Background: an optimization exercise with open tools, aiming at small area. Do not read the settings as production practice. No functional check of the RTL was part of any run shown here. No activity file was given, so power comes from the tool's default toggle rates.

## flow/design.v (module list and top-level ports; edited modules follow where they fit)
// module WTA: 2555 lines
module WTA
#(
	parameter  MAXDISPARITY = 64 ,
	parameter  LPDI_WIDTH = 8 ,
	parameter  INPUTDATAWID = 513,
	parameter  OUTPUTDATAWID = 9
  )
(
	input wire                      clk,
	input wire                      en,
	input wire                      pixelEN,
	input  wire[INPUTDATAWID-1:0]   LPDi,
	output wire[OUTPUTDATAWID-1:0]  disparity
);
  // ...
==> flow/flow/run.sh <==
#!/bin/bash
set -euo pipefail
W=$PWD
PLAT="$FLOW_HOME/platforms/$FLOW_PLATFORM"
bash standard.sh synth > "$W/synth_ref.log" 2>&1
cp orfs/results/"$FLOW_PLATFORM"/WTA/base/1_2_yosys.v "$W/ref_synth.v"
python3 flow/map.py "$FLOW_DESIGN" "$W/ref_synth.v" "$W/mapped.v" > "$W/map.log" 2>&1
sed 's/\bmodule WTA\b/module WTA_rtl/' "$FLOW_DESIGN" > "$W/rtl_ref.v"
iverilog -g2012 -DFUNCTIONAL -DUNIT_DELAY=#0 -o "$W/selfcheck.vvp" flow/selfcheck_tb.v "$W/rtl_ref.v" \
  "$PLAT/verilog/primitives.v" "$PLAT/verilog/sky130_fd_sc_hd.v" "$W/mapped.v" > "$W/selfcheck.log" 2>&1
vvp -n "$W/selfcheck.vvp" >> "$W/selfcheck.log" 2>&1
grep -q "SELFCHECK PASS" "$W/selfcheck.log"
rm -rf orfs
bash standard.sh SYNTH_NETLIST_FILES="$W/mapped.v" \
  "BUFFER_PORTS_ARGS=-buffer_cell sky130_fd_sc_hd__buf_1" GPL_TIMING_DRIVEN=0 CORE_UTILIZATION=35 PLACE_DENSITY=0.50 "CTS_ARGS=-sink_clustering_enable -repair_clock_nets -buf_list sky130_fd_sc_hd__clkbuf_8 -dont_use_dummy_load" finish > "$W/layout.log" 2>&1
==> flow/flow/map.py <==
#!/usr/bin/env python3
"""Technology mapping for this design's RTL, which is written one gate per assignment.

usage: map.py design.v ref_synth.v out.v

Reads design.v (the version's RTL as the layout reads it), maps every
'assign nK = <expression>;' onto the sky130hd cell with that function, every bit of the
step-enabled registers onto sky130_fd_sc_hd__edfxtp_1, and writes the gate netlist.
Register instances get the names the standard synthesis gives them; ref_synth.v (the
standard synthesis of the same design.v) is read to check that the two netlists have the
same registers, by name and cell type. Stops with an error on anything it does not know."""
import re, sys

LIB = {
 'inv':    ('A', 'Y', '~{A}'),
 'nand2':  ('A B', 'Y', '~({A} & {B})'),
 'nor2':   ('A B', 'Y', '~({A} | {B})'),
 'and2':   ('A B', 'X', '{A} & {B}'),
 'or2':    ('A B', 'X', '{A} | {B}'),
 'nand3':  ('A B C', 'Y', '~({A} & {B} & {C})'),
 'nor3':   ('A B C', 'Y', '~({A} | {B} | {C})'),
 'and3':   ('A B C', 'X', '{A} & {B} & {C}'),
 'nand4':  ('A B C D', 'Y', '~({A} & {B} & {C} & {D})'),
 'nor4':   ('A B C D', 'Y', '~({A} | {B} | {C} | {D})'),
 'and4':   ('A B C D', 'X', '{A} & {B} & {C} & {D}'),
 'or4':    ('A B C D', 'X', '{A} | {B} | {C} | {D}'),
 'o22ai':  ('A1 A2 B1 B2', 'Y', '~(({A1} | {A2}) & ({B1} | {B2}))'),
 'a22oi':  ('A1 A2 B1 B2', 'Y', '~(({A1} & {A2}) | ({B1} & {B2}))'),
 'a22o':   ('A1 A2 B1 B2', 'X', '({A1} & {A2}) | ({B1} & {B2})'),
 'o22a':   ('A1 A2 B1 B2', 'X', '({A1} | {A2}) & ({B1} | {B2})'),
 'a21oi':  ('A1 A2 B1', 'Y', '~(({A1} & {A2}) | {B1})'),
 'a221o':  ('A1 A2 B1 B2 C1', 'X', '({A1} & {A2}) | ({B1} & {B2}) | {C1}'),
 'a221oi': ('A1 A2 B1 B2 C1', 'Y', '~(({A1} & {A2}) | ({B1} & {B2}) | {C1})'),
 'o221a':  ('A1 A2 B1 B2 C1', 'X', '({A1} | {A2}) & ({B1} | {B2}) & {C1}'),
 'o221ai': ('A1 A2 B1 B2 C1', 'Y', '~(({A1} | {A2}) & ({B1} | {B2}) & {C1})'),
 'mux2':   ('A0 A1 S', 'X', '{S} ? {A1} : {A0}'),
 'o21ai':  ('A1 A2 B1', 'Y', '~(({A1} | {A2}) & {B1})'),
 'mux4':   ('A0 A1 A2 A3 S0 S1', 'X', '{S1} ? ({S0} ? {A3} : {A2}) : ({S0} ? {A1} : {A0})'),
}
# same-area stronger variants
FREE = {'inv': 2, 'mux2': 2, 'or2': 2, 'o221a': 2, 'mux4': 2}
# (fanout at least, size) per cell type
FANOUT_SIZE = {
 'o22a': [(3, 2)], 'and2': [(3, 2), (6, 4)], 'and4': [(3, 2), (6, 4)],
 'or2': [(6, 4)], 'and3': [(3, 2), (6, 4)], 'or4': [(3, 2), (6, 4)],
 'a21oi': [(6, 2)],
}
SIG = r'([A-Za-z_]\w*(?:\s*\[\s*\d+\s*\])?)'

def pattern(tmpl):
    out = ''
    for part in re.split(r'(\{\w+\})', tmpl):
        if part.startswith('{'):
            out += SIG
        else:
            for ch in part:
                out += r'\s*' if ch == ' ' else re.escape(ch)
    return re.compile(r'^\s*' + out + r'\s*$')

# pins in the order their placeholders appear in the expression
PATS = [(k, pattern(v[2]), re.findall(r'\{(\w+)\}', v[2]), v[1]) for k, v in LIB.items()]
# most specific first: longer templates before shorter ones
PATS.sort(key=lambda p: -len(LIB[p[0]][2]))

def norm(s):
    return re.sub(r'\s+', '', s)

def die(msg):
    sys.exit('map.py: ' + msg)

def main():
    src, ref, out = sys.argv[1:4]
    text = open(src).read()
    text = re.sub(r'//[^\n]*', '', text)
    text = re.sub(r'/\*.*?\*/', '', text, flags=re.S)
    cells = []
    wires = []
    for m in re.finditer(r'\bassign\s+(n\d+)\s*=\s*([^;]*);', text):
        lhs, rhs = m.group(1), m.group(2)
        for typ, pat, pins, outpin in PATS:
            mm = pat.match(rhs)
            if mm:
                pd = {}
                for p, v in zip(pins, map(norm, mm.groups())):
                    if pd.setdefault(p, v) != v:
                        break
                else:
                    cells.append((typ, lhs, pd, outpin))
                    wires.append(lhs)
                    break
                continue
        else:
            die(f'no cell for assign {lhs} = {rhs}')
    m = re.search(r'\bwire\s+step\s*=\s*en\s*&\s*pixelEN\s*;', text)
    if not m:
        die('no step')
    regs = {}
    for m in re.finditer(r'\breg\s*\[\s*(\d+)\s*:\s*0\s*\]\s*(\w+)\s*;', text):
        regs[m.group(2)] = int(m.group(1)) + 1
    blocks = re.findall(r'always\s*@\s*\(\s*posedge\s+clk\s*\)\s*if\s*\(\s*step\s*\)\s*(\w+)\s*<=\s*\{([^}]*)\}\s*;', text)
    if sorted(b[0] for b in blocks) != sorted(regs):
        die(f'registers {sorted(regs)} vs assignments {[b[0] for b in blocks]}')

    def expand(item):
        item = norm(item)
        m = re.fullmatch(r'(\w+)\[(\d+):(\d+)\]', item)
        if m:
            hi, lo = int(m.group(2)), int(m.group(3))
            return [f'{m.group(1)}[{i}]' for i in range(hi, lo - 1, -1)]
        m = re.fullmatch(r"(\d+)'b([01]+)", item)
        if m:
            assert int(m.group(1)) == len(m.group(2))
            return ['zero' if c == '0' else 'one' for c in m.group(2)]
        return [item]

    flops = []
    for name, body in blocks:
        bits = [b for it in body.split(',') for b in expand(it)]
        if len(bits) != regs[name]:
            die(f'{name}: {len(bits)} bits for {regs[name]}')
        for i, d in enumerate(reversed(bits)):
            flops.append((f'{name}[{i}]', d))
    m = re.search(r'\bassign\s+disparity\s*=\s*\{([^}]*)\}\s*;', text)
    if not m:
        die('no disparity')
    outs = [b for it in m.group(1).split(',') for b in expand(it)]
    if len(outs) != 9:
        die('disparity width')
    outs = list(reversed(outs))

    # registers of the standard synthesis
    reftxt = open(ref).read()
    refregs = sorted(re.findall(r'(sky130_fd_sc_hd__\w+)\s+\\(\S+\$_\w+)\s', reftxt))
    mine = sorted(('sky130_fd_sc_hd__edfxtp_1', f'{q}$_DFFE_PP_') for q, _ in flops)
    if refregs != mine:
        die(f'registers differ from the standard synthesis: {refregs[:5]} ... vs {mine[:5]} ...')

    # drive strengths: free upgrades (same area), then by fanout
    fanout = {}
    for typ, o, pins, outpin in cells:
        for n in pins.values():
            fanout[n] = fanout.get(n, 0) + 1
    for q, d in flops:
        fanout[d] = fanout.get(d, 0) + 1
    size = {}
    for typ, o, pins, outpin in cells:
        s_ = FREE.get(typ, 1)
        fo = fanout.get(o, 0)
        for lim, sz in FANOUT_SIZE.get(typ, []):
            if fo >= lim:
                s_ = max(s_, sz)
        size[o] = s_
    regnames = {q for q, _ in flops}
    def net(n):
        if n in regnames:
            return '\\' + n + ' '
        return n
    L = ['module WTA(clk, en, pixelEN, LPDi, disparity);',
         '  input clk; input en; input pixelEN; input [512:0] LPDi; output [8:0] disparity;',
         '  wire zero;']
    for q, _ in flops:
        L.append(f'  wire {net(q)};')
    for w in wires:
        L.append(f'  wire {w};')
    # the step enable, one copy per 16 registers
    nstep = (len(flops) + 15) // 16
    for j in range(nstep):
        L.append(f'  wire step{j};')
        L.append(f'  sky130_fd_sc_hd__and2_2 ustep{j} (.A(en), .B(pixelEN), .X(step{j}));')
    for i, (typ, o, pins, outpin) in enumerate(cells):
        ps = ', '.join(f'.{p}({net(n)})' for p, n in pins.items())
        L.append(f'  sky130_fd_sc_hd__{typ}_{size[o]} g{i} ({ps}, .{outpin}({o}));')
    for j, (q, d) in enumerate(flops):
        L.append(f'  sky130_fd_sc_hd__edfxtp_1 \\{q}$_DFFE_PP_  (.CLK(clk), .D({net(d)}), .DE(step{j * nstep // len(flops)}), .Q({net(q)}));')
    if 'one' in outs:
        die('constant one output')
    L.append('  sky130_fd_sc_hd__conb_1 tie0 (.LO(zero));')
    for k, o in enumerate(outs):
        L.append(f'  assign disparity[{k}] = {net(o)};')
    L.append('endmodule')
    open(out, 'w').write('\n'.join(L) + '\n')
    print(f'map.py: {len(cells)} gates, {len(flops)} registers')

main()
==> flow/flow/selfcheck_tb.v <==
`timescale 1ns/1ps
module selfcheck_tb;
  reg clk = 0;
  reg en, pen;
  reg [512:0] lpdi;
  wire [8:0] d_net, d_rtl;
  WTA     u_net (.clk(clk), .en(en), .pixelEN(pen), .LPDi(lpdi), .disparity(d_net));
  WTA_rtl u_rtl (.clk(clk), .en(en), .pixelEN(pen), .LPDi(lpdi), .disparity(d_rtl));
  integer i, d, kind, steps, errors, seed, base;
  always #5 clk = ~clk;
  initial begin
    seed = 12345; steps = 0; errors = 0;
    en = 0; pen = 0; lpdi = 0;
    for (i = 0; i < 4000; i = i + 1) begin
      @(negedge clk);
      kind = $random(seed) & 7;
      base = $random(seed) & 255;
      for (d = 0; d < 64; d = d + 1)
        case (kind)
          0, 1: lpdi[8*d +: 8] = $random(seed);
          2, 3: lpdi[8*d +: 8] = base + ($random(seed) & 3);
          4:    lpdi[8*d +: 8] = base;
          5:    lpdi[8*d +: 8] = (($random(seed) & 15) == 0) ? ($random(seed) & 1) : 8'hff;
          6:    lpdi[8*d +: 8] = base ^ (1 << ($random(seed) & 7));
          default: lpdi[8*d +: 8] = ($random(seed) & 1) ? base : ~base;
        endcase
      lpdi[512] = $random(seed);
      en = (i < 1000) ? 1'b1 : (($random(seed) & 3) != 0);
      pen = (i < 1000) ? 1'b1 : (($random(seed) & 3) != 0);
      @(posedge clk);
      if (en && pen) steps = steps + 1;
      #1;
      if (steps >= 6 && d_net !== d_rtl) begin
        errors = errors + 1;
        if (errors < 5) $display("mismatch at %0d: net %h rtl %h", i, d_net, d_rtl);
      end
    end
    if (errors == 0) $display("SELFCHECK PASS");
    else $display("SELFCHECK FAIL %0d", errors);
    $finish;
  end
endmodule
==> flow/standard.sh <==
#!/bin/bash
# synth_recipe.tcl (not shown) runs the flow's synth.tcl, then flattens the netlist and writes it again
# the make line also repeats each setting of config.mk as NAME=value (left out here)
make -C /OpenROAD-flow-scripts/flow DESIGN_CONFIG=/design/flow/config.mk WORK_HOME=/design/flow/orfs CLKGATE_MAP_FILE= SYNTH_SCRIPT=/design/flow/synth_recipe.tcl "${@:-finish}"
==> flow/config.mk <==
export PLATFORM = sky130hd
export DESIGN_NAME = WTA
export DESIGN_NICKNAME = WTA
export VERILOG_FILES = /design/flow/design.v
export SDC_FILE = /design/flow/constraint.sdc
export NUM_CORES = 8
export LEC_CHECK = 0
export CAP_MARGIN = 20
export CORE_MARGIN = 2
export CORE_UTILIZATION = 40
export SLEW_MARGIN = 20
==> flow/constraint.sdc <==
create_clock -name core_clock -period 6.67 [get_ports {clk}]
set_input_delay 1.3340 -clock core_clock [delete_from_list [all_inputs] [get_ports {clk}]]
set_output_delay 1.3340 -clock core_clock [all_outputs]
set_load 0.01 [all_outputs]
==> impl_metrics.tcl, run 1 <==
set metrics [dict create \
    largest_reg_flops 35 \
    final-clk-cell-share 0.009526 \
    fin_crit_sh 0.9540 \
    final_cells 2257 \
    cts_sinks 67 \
    fillCellCount 3075 \
    outcome "finished clean" \
    diodes 11 \
    reg_top3 "pipe x35, s1 x32" \
    critical_path.startpoint "LPDi[350]" \
    placed_cell_area_um2 12590 \
    met1Wirelength_mm 20.79 \
    p_leak_nw 3.759 \
    area_growth_syn_to_layout_pct 28.18 \
    drtIter0Drc 1391 \
    die_x_um 174.3 \
    skew_ns 0.01972 \
    multiInputGateArea_um2 8389 \
    critPathLaunchType "primary input" \
    dp_slack_ns -0.4315 \
    inv_count 1 \
    grt_pass1_vias 13230 \
    synth_area_um2 10140 \
    slowest_delay_ns 0.47 \
    internal_power_mw 1.064 \
    multi_input_cells 1262 \
    power_mw 2.043 \
    postSynthCellCount 1329 \
    die_h_um 174.3 \
    crit-reg2reg-launch "s1[3]$_DFFE_PP_" \
    row_count 62 \
    die-area_um2 30360 \
    arrival_ns 6.45 \
]
==> run 2: changes to the inputs <==
--- a/flow/design.v
+++ b/flow/design.v
@@ -1274,16 +1274,31 @@
 wire n1258;
 wire n1259;
 wire n1260;
 wire n1261;
 wire n1262;
 wire n1263;
 wire n1264;
 wire n1265;
+wire n1266;
+wire n1267;
+wire n1268;
+wire n1269;
+wire n1270;
+wire n1271;
+wire n1272;
+wire n1273;
+wire n1274;
+wire n1275;
+wire n1276;
+wire n1277;
+wire n1278;
+wire n1279;
+wire n1280;
 assign n1 = ~(LPDi[7] & LPDi[15] & LPDi[23] & LPDi[31]);
 assign n2 = ~(LPDi[39] & LPDi[47] & LPDi[55] & LPDi[63]);
 assign n3 = n1 | n2;
 assign n4 = ~(n1 | n2);
 assign n5 = ~((LPDi[7] | LPDi[6]) & (LPDi[15] | LPDi[14]));
 assign n6 = ~((LPDi[23] | LPDi[22]) & (LPDi[31] | LPDi[30]));
 assign n7 = ~((LPDi[39] | LPDi[38]) & (LPDi[47] | LPDi[46]));
 assign n8 = ~((LPDi[55] | LPDi[54]) & (LPDi[63] | LPDi[62]));
@@ -2524,33 +2539,48 @@
 assign n1243 = n1241 ? n1238 : n1237;
 assign n1244 = ~(n1089 | n1090);
 assign n1245 = ~(n1093 | n1094);
 assign n1246 = n1244 ? n1091 : n1089;
 assign n1247 = n1245 ? n1095 : n1093;
 assign n1248 = ~(n1089 | n1090 | n1091 | n1092);
 assign n1249 = n1248 ? n1247 : n1246;
 assign n1250 = n1248 ? n1245 : n1244;
-assign n1251 = s1[3] & s1[7] & s1[11] & s1[15];
-assign n1252 = s1[3] & s1[7];
-assign n1253 = s1[19] & s1[23];
-assign n1254 = n1251 ? n1253 : n1252;
-assign n1255 = n1251 ? (n1254 ? s1[27] : s1[19]) : (n1254 ? s1[11] : s1[3]);
-assign n1256 = n1254 ? (n1255 ? s1[12] : s1[8]) : (n1255 ? s1[4] : s1[0]);
-assign n1257 = n1254 ? (n1255 ? s1[28] : s1[24]) : (n1255 ? s1[20] : s1[16]);
-assign n1258 = n1251 ? n1257 : n1256;
-assign n1259 = n1254 ? (n1255 ? s1[13] : s1[9]) : (n1255 ? s1[5] : s1[1]);
-assign n1260 = n1254 ? (n1255 ? s1[29] : s1[25]) : (n1255 ? s1[21] : s1[17]);
-assign n1261 = n1251 ? n1260 : n1259;
-assign n1262 = n1254 ? (n1255 ? s1[14] : s1[10]) : (n1255 ? s1[6] : s1[2]);
-assign n1263 = n1254 ? (n1255 ? s1[30] : s1[26]) : (n1255 ? s1[22] : s1[18]);
-assign n1264 = n1251 ? n1263 : n1262;
-assign n1265 = ~n1258;
-reg [31:0] s1;
+assign n1251 = n1187 ? n1207 : n1200;
+assign n1252 = n1187 ? n1208 : n1201;
+assign n1253 = n1187 ? n1206 : n1199;
+assign n1254 = n1187 & n1188;
+assign n1255 = n1189 ? n1221 : n1214;
+assign n1256 = n1189 ? n1222 : n1215;
+assign n1257 = n1189 ? n1220 : n1213;
+assign n1258 = n1189 & n1190;
+assign n1259 = n1191 ? n1235 : n1228;
+assign n1260 = n1191 ? n1236 : n1229;
+assign n1261 = n1191 ? n1234 : n1227;
+assign n1262 = n1191 & n1192;
+assign n1263 = n1193 ? n1249 : n1242;
+assign n1264 = n1193 ? n1250 : n1243;
+assign n1265 = n1193 ? n1248 : n1241;
+assign n1266 = s1[4] ? s1[5] : s1[0];
+assign n1267 = s1[4] ? s1[6] : s1[1];
+assign n1268 = s1[4] ? s1[7] : s1[2];
+assign n1269 = s1[4] ? s1[8] : s1[3];
+assign n1270 = s1[4] & s1[9];
+assign n1271 = s1[14] ? s1[15] : s1[10];
+assign n1272 = s1[14] ? s1[16] : s1[11];
+assign n1273 = s1[14] ? s1[17] : s1[12];
+assign n1274 = s1[14] ? s1[18] : s1[13];
+assign n1275 = n1270 ? n1271 : n1266;
+assign n1276 = n1270 ? n1272 : n1267;
+assign n1277 = n1270 ? n1273 : n1268;
+assign n1278 = n1270 ? n1274 : n1269;
+assign n1279 = n1270 ? s1[14] : s1[4];
+assign n1280 = ~n1275;
+reg [19:0] s1;
 always @(posedge clk)
 if (step)
-	s1 <= {LPDi[512], n1248, n1250, n1249, n1193, n1241, n1243, n1242, n1192, n1234, n1236, n1235, n1191, n1227, n1229, n1228, n1190, n1220, n1222, n1221, n1189, n1213, n1215, n1214, n1188, n1206, n1208, n1207, n1187, n1199, n1201, n1200};
+	s1 <= {LPDi[512], n1193, n1265, n1264, n1263, n1262, n1191, n1261, n1260, n1259, n1258, n1189, n1257, n1256, n1255, n1254, n1187, n1253, n1252, n1251};
 reg [34:0] pipe;
 always @(posedge clk)
 if (step)
-	pipe <= {pipe[27:0], s1[31], n1251, n1254, n1255, n1264, n1261, n1265};
+	pipe <= {pipe[27:0], s1[19], n1270, n1279, n1278, n1277, n1276, n1280};
 assign disparity = {pipe[34], 2'b00, pipe[33:28]};
 endmodule
==> flow/flow/run.sh (replaced) <==
#!/bin/bash
set -euo pipefail
W=$PWD
PLAT="$FLOW_HOME/platforms/$FLOW_PLATFORM"
bash standard.sh synth > "$W/synth_ref.log" 2>&1
cp orfs/results/"$FLOW_PLATFORM"/WTA/base/1_2_yosys.v "$W/ref_synth.v"
python3 flow/map.py "$FLOW_DESIGN" "$W/ref_synth.v" "$W/mapped.v" > "$W/map.log" 2>&1
sed 's/\bmodule WTA\b/module WTA_rtl/' "$FLOW_DESIGN" > "$W/rtl_ref.v"
iverilog -g2012 -DFUNCTIONAL -DUNIT_DELAY=#0 -o "$W/selfcheck.vvp" flow/selfcheck_tb.v "$W/rtl_ref.v" \
  "$PLAT/verilog/primitives.v" "$PLAT/verilog/sky130_fd_sc_hd.v" "$W/mapped.v" > "$W/selfcheck.log" 2>&1
vvp -n "$W/selfcheck.vvp" >> "$W/selfcheck.log" 2>&1
grep -q "SELFCHECK PASS" "$W/selfcheck.log"
rm -rf orfs
bash standard.sh SYNTH_NETLIST_FILES="$W/mapped.v" \
  "BUFFER_PORTS_ARGS=-buffer_cell sky130_fd_sc_hd__buf_1" GPL_TIMING_DRIVEN=0 CORE_UTILIZATION=35 PLACE_DENSITY=0.70 CTS_BUF_LIST=sky130_fd_sc_hd__clkbuf_8 finish > "$W/layout.log" 2>&1
==> impl_metrics.tcl, run 2 <==
set metrics [dict create \
    outcome "finished clean" \
    worstMarginPinSlew_ns 0.5553 \
    postSynthCellCount 1331 \
    vias_per_cell 6.894 \
    grt_pass1_wl_mm 79.81 \
    worst_slack_ns 0.1840 \
    p_clk_frac 0.112 \
    largest_reg_flops 35 \
    final_max_slew_viol_count 0 \
    powerDensity_nw_per_um2 169.8 \
    power_mw 2.279 \
    layout_commonest_cell "buf_1" \
    fin_crit_sh 0.9724 \
    grt_max_degree 18 \
    area_growth_syn_to_layout_pct 36.12 \
    whs_ns 0.4256 \
    cts-hold-fix-buffers 0 \
    comb_power_share 0.698 \
    clockRootBuffer "clkbuf_8" \
    placed_cell_area_um2 12300 \
    antenna_found_initial 17 \
    dp_slack_ns -0.9916 \
    top_register "pipe" \
    io_buffer_count 522 \
    final_layout_size_suffix_gt1_frac 0.1226 \
    grt_overflow 0 \
    place_congestion 1.020 \
    die_h_um 171.8 \
    htreeDepth 2 \
    hold_class "flip-flop to flip-flop" \
    drtIter0Drc 1969 \
    arrival_ns 6.53 \
    clock.fmax_ghz 0.1542 \
    critPathLaunchType "primary input" \
    p_leak_nw 3.878 \
    coreArea_um2 27780 \
    vias 15680 \
    final_area_um2 13420 \
    cts_buffers 5 \
    die_x_um 171.8 \
    ys_warn_count 0 \
    setup_tns_ns 0 \
    p_switching_mw 1.131 \
    grt_pass1_vias 13800 \
    critPathKind "primary input to flip-flop" \
    end_kind "flip-flop" \
    cts_tree "done" \
    syn_area_per_cell_um2 7.408 \
    peakVddDrop_uv 104.2 \
    crit_fanout 11 \
    power_frac_seq 0.190 \
    cts_buffer_depth 2 \
    synth_area_um2 9859 \
    totalWireLength_mm 56.88 \
    skew_ns 0.002726 \
    slew_headroom 0.6298 \
    hpwl_mm 48.63 \
    reg_top3 "pipe x35, s1 x20" \
    layout.nets 2399 \
    wl_per_cell_um 25.00 \
    setup_viol 0 \
    drc 0 \
    cp_data_required_time_ns 6.72 \
    die-area_um2 29530 \
    max_cap_viol_count 0 \
    cts_sinks 55 \
    first_pass_iters 8 \
    sw_frac_of_total 0.4964 \
    worstSkewPairLatency_ns 0.30 \
    initial_utilization 0.3549 \
    clk_pin_slew_ns 0.09 \
    ios 525 \
    row_count 61 \
    internal_power_mw 1.148 \
    hold_violations 0 \
    track_usage 0.3540 \
    min_period_ns 6.486 \
    final_cell_mix "buf_1 (522), nor2_1 (235), o22ai_1 (235)" \
    antenna_left 0 \
]
run 2: per-stage QoR:
| step | std cells | utilization |
|---|---|---|
| floorplan | 1332 | - |
| global placement | 2232 | 0.4426 |
| detailed placement | 2232 | 0.4426 |
| CTS | 2240 | 0.4561 |
| global route | 2270 | 0.4826 |
| finish | 2275 | 0.4831 |
run 2: routing by layer:
layer | vias up | share of wire | GRT usage
met5 | - | 0.0011 | 0
met4 | 10 | 0.036 | 0.1224
met3 | 167 | 0.11 | 0.09066
met2 | 1094 | 0.46 | 0.5776
met1 | 7383 | 0.39 | 0.4524
li1 | 7029 | - | -
run 2: cell type report:
cell class,instances,area (um^2)
clock inverters,3,67.56
flip-flops and latches,55,1652
clock buffers,5,68.82
repair buffers,544,2137
fillers,2891,14360
inverters,1,3.754
diodes,13,32.53
multi-input cells,1276,8986
well taps,378,473.0
run 2: critical path: stages:
cell and delay, ns:
buf_1 0.16, nand4_1 0.15, nor2_1 0.13, o21ai_1 0.11, nand3_4 0.18, a22o_1 0.24, nor3_1 0.08, nor2_1 0.19
and4_1 0.27, nand2_4 0.12, a221o_1 0.46, o22ai_1 0.21, nor2_1 0.06, nand2_1 0.07, nand3_1 0.20, and2_1 0.26
o22ai_1 0.13, nor2_1 0.07, nand2_1 0.06, nand3_1 0.11, nand3_4 0.26, a221oi_4 0.14, a22oi_2 0.29, and4_4 0.34
a21oi_4 0.08, buf_4 0.16, o221ai_4 0.22, mux2_2 0.43
run 2: path summary, 6_finish.rpt:
check	from	slack, ns	end	cells past startpoint
worst min register to register	pipe[3]$_DFFE_PP_	0.43	pipe[10]$_DFFE_PP_	0
worst min-delay path	pipe[3]$_DFFE_PP_	0.43	pipe[10]$_DFFE_PP_	0
worst max register to register	s1[4]$_DFFE_PP_	5.32	pipe[1]$_DFFE_PP_	2
worst max-delay path	LPDi[87]	0.18	s1[15]$_DFFE_PP_	28
run 2: repair_timing:
item | 4_1_cts | 5_1_grt
hold endpoints to repair | 0 | 0
setup endpoints to repair | 19 | 19
setup buffers | 0 | 22
pin swaps | 1 | 19
gates resized for setup | 38 | 107
run 2: power by group through the flow:
| stage | Sequential [mW] | Clock (mW) | Combinational (mW) |
|---|---|---|---|
| after floorplan | 0.436 | 0 | 0.768 |
| after global placement | 0.439 | 0 | 1.22 |
| after detailed placement | 0.440 | 0 | 1.24 |
| after CTS | 0.432 | 0.257 | 1.33 |
| after global routing | 0.435 | 0.271 | 1.70 |
| final | 0.432 | 0.256 | 1.59 |
==> run 3: changes to the inputs <==
--- a/flow/flow/run.sh
+++ b/flow/flow/run.sh
@@ -12,4 +12,4 @@
 grep -q "SELFCHECK PASS" "$W/selfcheck.log"
 rm -rf orfs
 bash standard.sh SYNTH_NETLIST_FILES="$W/mapped.v" \
-  "BUFFER_PORTS_ARGS=-buffer_cell sky130_fd_sc_hd__buf_1" GPL_TIMING_DRIVEN=0 CORE_UTILIZATION=35 PLACE_DENSITY=0.70 CTS_BUF_LIST=sky130_fd_sc_hd__clkbuf_8 finish > "$W/layout.log" 2>&1
+  "BUFFER_PORTS_ARGS=-buffer_cell sky130_fd_sc_hd__buf_1" GPL_TIMING_DRIVEN=0 CORE_UTILIZATION=35 PLACE_DENSITY=0.50 CTS_BUF_LIST=sky130_fd_sc_hd__clkbuf_8 finish > "$W/layout.log" 2>&1
==> impl_metrics.tcl, run 3 <==
set metrics [dict create \
    outcome "finished clean" \
    skew_ns 0.01273 \
    sw_frac_of_total 0.5191 \
    internal_power_mw 1.069 \
    ys_warn_count 0 \
    final_layout_size_suffix_gt1_frac 0.1265 \
    postSynthCellCount 1331 \
    cts_buffers 5 \
    htreeDepth 2 \
    cp-endpoint "s1[15]$_DFFE_PP_" \
    hold_violations 0 \
    power_frac_seq 0.195 \
    initial_utilization 0.3549 \
    drtIter0Drc 1396 \
    setup_viol 0 \
    die_x_um 171.8 \
    rr_endpoint "pipe[1]$_DFFE_PP_" \
    drc 0 \
    clockRootBuffer "clkbuf_8" \
    arrival_ns 6.51 \
    powerDensity_nw_per_um2 165.2 \
    coreArea_um2 27780 \
    antenna_found_initial 22 \
    track_usage 0.3520 \
    syn_area_per_cell_um2 7.408 \
    critPathLaunchType "primary input" \
    io_buffer_count 522 \
    first_pass_iters 7 \
    vias 15350 \
    grt_pass1_wl_mm 78.49 \
    fillCellCount 3016 \
    worstMarginPinSlew_ns 0.5425 \
    p_clk_frac 0.081 \
    die-area_um2 29530 \
    totalWireLength_mm 56.77 \
    hold_path_depth 0 \
    end_kind "flip-flop" \
    top_register "pipe" \
    hpwl_mm 48.31 \
    max_cap_viol_count 0 \
    cts_tree "done" \
    grt_overflow 0 \
    grt_max_degree 15 \
    cts_sinks 55 \
    layout_commonest_cell "buf_1" \
    place_congestion 1.018 \
    worstSkewPairLatency_ns 0.33 \
    ios 525 \
    cp_data_required_time_ns 6.74 \
    final_cell_mix "buf_1 (520), nor2_1 (234), o22ai_1 (234)" \
    p_switching_mw 1.153 \
    largest_reg_flops 35 \
    layout.nets 2398 \
    fin_crit_sh 0.9654 \
    utilization 0.4843 \
    vias_per_cell 6.738 \
    whs_ns 0.4136 \
    final_max_slew_viol_count 0 \
    grt_pass1_vias 13570 \
    critPathKind "primary input to flip-flop" \
    synth_area_um2 9859 \
    critical_path.startpoint "LPDi[510]" \
    min_period_ns 6.439 \
    slew_headroom 0.6384 \
    crit-reg2reg-launch "s1[4]$_DFFE_PP_" \
    antenna_left 0 \
    row_count 61 \
    area_growth_syn_to_layout_pct 36.46 \
    clock.fmax_ghz 0.1553 \
    r2r_cells 2 \
    hold_class "flip-flop to flip-flop" \
    die_h_um 171.8 \
    peakVddDrop_uv 121.7 \
    reg_top3 "pipe x35, s1 x20" \
    p_leak_nw 3.877 \
    wl_per_cell_um 24.92 \
    clk_pin_slew_ns 0.11 \
    comb_power_share 0.724 \
    rrSetupSlack_ns 5.25 \
    grt_setup_unrepaired "yes" \
    crit_fanout 11 \
    cts_buffer_depth 2 \
]
run 3: cell types whose count changed in the layout (fill, tap and decap cells not counted), sizes merged:
cell / delta
clkinvlp: -1
buf: -3
diode: +6
inv: +1
clkbuf: +2
bufinv: -2
run 3: cell type report:
class | instances | area, um^2 | share of cell area
Antenna cell | 19 | 47.55 | 0.003534
Clock buffer | 5 | 68.82 | 0.005115
Clock inverter | 1 | 3.754 | 0.0002790
Inverter | 1 | 3.754 | 0.0002790
Multi-Input combinational cell | 1276 | 9074 | 0.6744
Sequential cell | 55 | 1652 | 0.1228
Tap cell | 378 | 473.0 | 0.03515
Timing Repair Buffer | 543 | 2132 | 0.1585
run 3: what timing repair did:
action,in CTS,in global routing
pin swaps,2,22
endpoints found under the setup margin,19,19
resized for setup,36,123
hold buffers,0,0
buffers inserted,3,18
run 3: metrics by stage:
stage	setup WS (ns)	power [mW]	std cells	area [um^2]	setup TNS, ns
global route	-0.02769	2.345	2269	13430	-0.06890
finish	0.2308	2.222	2278	13450	0
detailed placement	-0.8216	1.692	2232	12300	-12.86
global placement	-0.8246	1.682	2232	12300	-12.70
CTS	-0.004649	1.945	2241	12600	-0.004649
floorplan	0.7821	1.204	1332	9863	0
run 3: worst min path at each step:
stage,endpoint,from
2_1_floorplan,pipe[10]$_DFFE_PP_,pipe[3]$_DFFE_PP_
3_3_place_gp,pipe[30]$_DFFE_PP_,pipe[23]$_DFFE_PP_
3_5_place_dp,pipe[16]$_DFFE_PP_,pipe[9]$_DFFE_PP_
4_1_cts,pipe[24]$_DFFE_PP_,pipe[17]$_DFFE_PP_
5_1_grt,pipe[32]$_DFFE_PP_,pipe[25]$_DFFE_PP_
6_report,pipe[24]$_DFFE_PP_,pipe[17]$_DFFE_PP_
run 3: power groups by stage:
stage / sequential [mW] / clock, mW / combinational, mW
floorplan: 0.436 / 0 / 0.768
finish: 0.433 / 0.180 / 1.61
global placement: 0.440 / 0 / 1.24
CTS: 0.433 / 0.185 / 1.33
global route: 0.436 / 0.196 / 1.71
detailed placement: 0.441 / 0 / 1.25
run 3: worst max-delay path: stages:
cell,delay [ns]
buf_1,0.24
nand4_1,0.14
o21ai_1,0.23
nand3_4,0.19
a22o_1,0.29
o22ai_1,0.24
nor2_1,0.10
nand3_1,0.10
nand2_2,0.18
a221o_1,0.42
nor3_1,0.24
nor2_1,0.08
and4_2,0.28
nand2_2,0.17
a221o_1,0.29
nor3_1,0.09
nor2_1,0.16
and4_1,0.26
nand2_4,0.13
a221oi_2,0.35
nor2_1,0.12
mux2_2,0.29
mux2_2,0.26
mux2_2,0.30
run 3: routing by layer:
layer	vias up	share of wire	GRT usage
met5	-	0.00079	0
li1	7014	-	-
met1	7328	0.41	0.4520
met2	860	0.45	0.5474
met3	140	0.10	0.1038
met4	8	0.039	0.1509

afterwards: timing with drivers on the ports:
No port has a modelled driver above. Below, the same layouts with a new extraction and two added sets of constraints. Step 1: set_driving_cell puts a clkbuf_16 on clk and a buf_2 on each other input, an assumption about the parent block. Step 2 times the ports against the registers' clock, not the clock port: input delays grow and output delays shrink by t, the midpoint of the rising clock arrivals with the driver on. Slacks: ideal ports / drivers / drivers and shift; pairs: ideal ports / drivers.
| run | t (ns) | slack for setup (ns) | hold WS [ns] | latest minus earliest clock arrival (ns) | pins driven straight from the clock port |
|---|---|---|---|---|---|
| run 1 | 0.373 | 0.307 / 0.314 / -0.060 | 0.397 / 0.397 / 0.397 | 0.027 / 0.027 | 1 |
| run 2 | 0.328 | 0.184 / 0.142 / -0.186 | 0.426 / 0.426 / 0.426 | 0.004 / 0.004 | 1 |
| run 3 | 0.355 | 0.231 / 0.144 / -0.211 | 0.414 / 0.414 / 0.414 | 0.014 / 0.014 | 1 |
Met with ideal ports but missed after step 2: setup timing in every run listed. For run 3, which loses most, drivers alone change the setup slack by -0.087 ns; drivers and shift together by -0.442 ns.
